This is an optimization exercise on Yosys and OpenROAD, whose aim is small area and a short achievable clock period, not a production implementation.

==> flow/design.v (excerpt) <==
module quantizer(
    input         clk,
    input         rst,
    input  [31:0] i_max,
    input  [31:0] i_activation,
    output [7:0]  o_index
);
==> module quant_divider, before the edit <==
module quant_divider(
    input  [24:0] i_v,
    input  [22:0] i_mm,
    output        o_bit,
    output [23:0] o_rem
);
    wire [25:0] diff = {1'b0, i_v} - {2'b01, i_mm};
    assign o_bit = ~diff[25];
    assign o_rem = o_bit ? diff[23:0] : i_v[23:0];
endmodule
==> module quantizer, before the edit <==
module quantizer(
    input         clk,
    input         rst,
    input  [31:0] i_max,
    input  [31:0] i_activation,
    output [7:0]  o_index
);
    wire [24:0] a0;
    wire [22:0] mm0;
    wire [2:0]  sh0;
    wire        big0, eq0;
    quant_pre u_quant_pre(
        .clk(clk), .rst(rst), .i_max(i_max), .i_activation(i_activation),
        .o_a(a0), .o_mm(mm0), .o_sh(sh0), .o_big(big0), .o_eq(eq0)
    );
    wire        c1;
    wire [23:0] rem1;
    quant_divider u_step1(.i_v(a0), .i_mm(mm0), .o_bit(c1), .o_rem(rem1));
    wire sat1 = big0 | (eq0 & (a0[23:1] >= mm0));
    wire [23:0] rem [1:8];
    wire [22:0] mm  [1:8];
    wire [2:0]  sh  [1:8];
    wire        sat [1:8];
    wire [7:0]  q   [1:8];    
    assign rem[1] = rem1;
    assign mm[1]  = mm0;
    assign sh[1]  = sh0;
    assign sat[1] = sat1;
    assign q[1]   = {7'd0, c1};
    genvar k;
    generate
        for (k = 2; k <= 8; k = k + 1) begin : g_stage
            reg [23:0] r_rem;
            reg [22:0] r_mm;
            reg [2:0]  r_sh;
            reg        r_sat;
            reg [6:0]  r_q;
            always @(posedge clk) begin
                begin
                    r_rem <= rem[k-1];
                    r_mm  <= mm[k-1];
                    r_sh  <= sh[k-1];
                    r_sat <= sat[k-1];
                    r_q   <= q[k-1][6:0];
                end
            end
            wire        c;
            wire [23:0] nrem;
            quant_divider u_step(.i_v({r_rem, 1'b0}), .i_mm(r_mm), .o_bit(c), .o_rem(nrem));
            assign rem[k] = nrem;
            assign mm[k]  = r_mm;
            assign sh[k]  = r_sh;
            assign sat[k] = r_sat;
            assign q[k]   = {r_q, c};
        end
    endgenerate
    wire [7:0] idx = sat[8] ? 8'hff : (q[8] >> sh[8]);
    reg [7:0] r_valid;
    reg [7:0] r_index;
    always @(posedge clk or posedge rst) begin
        if (rst) begin
            r_valid <= 8'd0;
            r_index <= 8'd0;
        end else begin
            r_valid <= {r_valid[6:0], 1'b1};
            r_index <= idx & {8{r_valid[7]}};
        end
    end
    assign o_index = r_index;
endmodule
Settings: LEC_CHECK=0, CAP_MARGIN=20, CORE_MARGIN=2, CORE_UTILIZATION=60, SETUP_SLACK_MARGIN=2.0, SLEW_MARGIN=20; clock period 5.0 ns.
run.sh (not shown) runs the stock make flow with config.mk's settings and CLKGATE_MAP_FILE= SYNTH_SCRIPT=/design/flow/synth_recipe.tcl, a recipe that flattens the netlist after the stock synthesis.
The baseline finished clean.
Rerun with:
--- a/flow/design.v
+++ b/flow/design.v
@@ -29,21 +29,58 @@
             else
                 o_a <= {2'b01, i_activation[22:0]};
         end
     end
 endmodule
 `timescale 1ns / 1ps
-module quant_divider(
+module quant_divider #(parameter ARCH = 0) (
     input  [24:0] i_v,
     input  [22:0] i_mm,
     output        o_bit,
     output [23:0] o_rem
 );
-    wire [25:0] diff = {1'b0, i_v} - {2'b01, i_mm};
-    assign o_bit = ~diff[25];
-    assign o_rem = o_bit ? diff[23:0] : i_v[23:0];
+    localparam N = 24;
+    wire [N-1:0] a = i_v[N-1:0];
+    wire [N-1:0] b = ~{1'b1, i_mm};           
+    wire [N-1:0] g = a & b;
+    wire [N-1:0] p = a ^ b;
+    wire [N-1:0] g0 = {g[N-1:1], a[0] | b[0]};
+    localparam L = 5;
+    wire [N-1:0] G [0:L];
+    wire [N-1:0] P [0:L];
+    assign G[0] = g0;
+    assign P[0] = {p[N-1:1], 1'b0};
+    genvar l, i;
+    generate
+        for (l = 0; l < L; l = l + 1) begin : g_lvl
+            for (i = 0; i < N; i = i + 1) begin : g_bit
+                if (ARCH == 0) begin : ks    
+                    if (i >= (1 << l)) begin : m
+                        assign G[l+1][i] = G[l][i] | (P[l][i] & G[l][i - (1 << l)]);
+                        assign P[l+1][i] = P[l][i] & P[l][i - (1 << l)];
+                    end else begin : t
+                        assign G[l+1][i] = G[l][i];
+                        assign P[l+1][i] = P[l][i];
+                    end
+                end else begin : sk         
+                    if ((i >> l) & 1) begin : m
+                        assign G[l+1][i] = G[l][i] | (P[l][i] & G[l][((i >> l) << l) - 1]);
+                        assign P[l+1][i] = P[l][i] & P[l][((i >> l) << l) - 1];
+                    end else begin : t
+                        assign G[l+1][i] = G[l][i];
+                        assign P[l+1][i] = P[l][i];
+                    end
+                end
+            end
+        end
+    endgenerate
+    wire [N-1:0] cy = G[L];                   
+    wire [N-1:0] cin = {cy[N-2:0], 1'b1};     
+    wire [N-1:0] d = p ^ cin;
+    assign o_bit = i_v[24] | cy[N-1];
+    assign o_rem = o_bit ? d : a;
 endmodule
 `timescale 1ns / 1ps
 module quantizer(
     input         clk,
     input         rst,
     input  [31:0] i_max,
@@ -57,13 +94,13 @@
     quant_pre u_quant_pre(
         .clk(clk), .rst(rst), .i_max(i_max), .i_activation(i_activation),
         .o_a(a0), .o_mm(mm0), .o_sh(sh0), .o_big(big0), .o_eq(eq0)
     );
     wire        c1;
     wire [23:0] rem1;
-    quant_divider u_step1(.i_v(a0), .i_mm(mm0), .o_bit(c1), .o_rem(rem1));
+    quant_divider #(.ARCH(1)) u_step1(.i_v(a0), .i_mm(mm0), .o_bit(c1), .o_rem(rem1));
     wire sat1 = big0 | (eq0 & (a0[23:1] >= mm0));
     wire [23:0] rem [1:8];
     wire [22:0] mm  [1:8];
     wire [2:0]  sh  [1:8];
     wire        sat [1:8];
     wire [7:0]  q   [1:8];    
@@ -88,13 +125,13 @@
                     r_sat <= sat[k-1];
                     r_q   <= q[k-1][6:0];
                 end
             end
             wire        c;
             wire [23:0] nrem;
-            quant_divider u_step(.i_v({r_rem, 1'b0}), .i_mm(r_mm), .o_bit(c), .o_rem(nrem));
+            quant_divider #(.ARCH(1)) u_step(.i_v({r_rem, 1'b0}), .i_mm(r_mm), .o_bit(c), .o_rem(nrem));
             assign rem[k] = nrem;
             assign mm[k]  = r_mm;
             assign sh[k]  = r_sh;
             assign sat[k] = r_sat;
             assign q[k]   = {r_q, c};
         end
After rerunning: Global-route usage goes down by 0.90 points; routed wire length falls by 8.6%; worst setup slack loses 0.075 ns; register-to-register slack got worse by 0.08 ns; clock-buffer cell count goes down by 2.
No run of this note included a check of the RTL's function; only the layout flow was run.

-- port drivers added, routing unchanged --
The flow's constraints put no driver on any port. The routed layouts listed below were extracted and timed again, unchanged, in two steps. Step 1, drivers: a clkbuf_16 drives clk and a buf_2 each remaining input, both assumed. Step 2 moves the port delays by t, midway between the first and last clock arrival at a register: inputs arrive t later, outputs are due t later. That takes back most of the time a late clock gives input paths. a / b / c = no drivers / after step 1 / after step 2; a / b = the first two.
run | t, ns | slack for setup (ns) | worst setup path after step 2 | pins driven straight from the clock port
the first run | 0.613 | 2.032 / 2.032 / 1.484 | input to register | 1
the second run | 0.599 | 1.957 / 1.957 / 1.621 | input to register | 1
After both steps setup and hold are still met in every run listed. The setup slack of the first run, which loses most, moves by 0.000 ns with the drivers and by -0.548 ns with both steps.
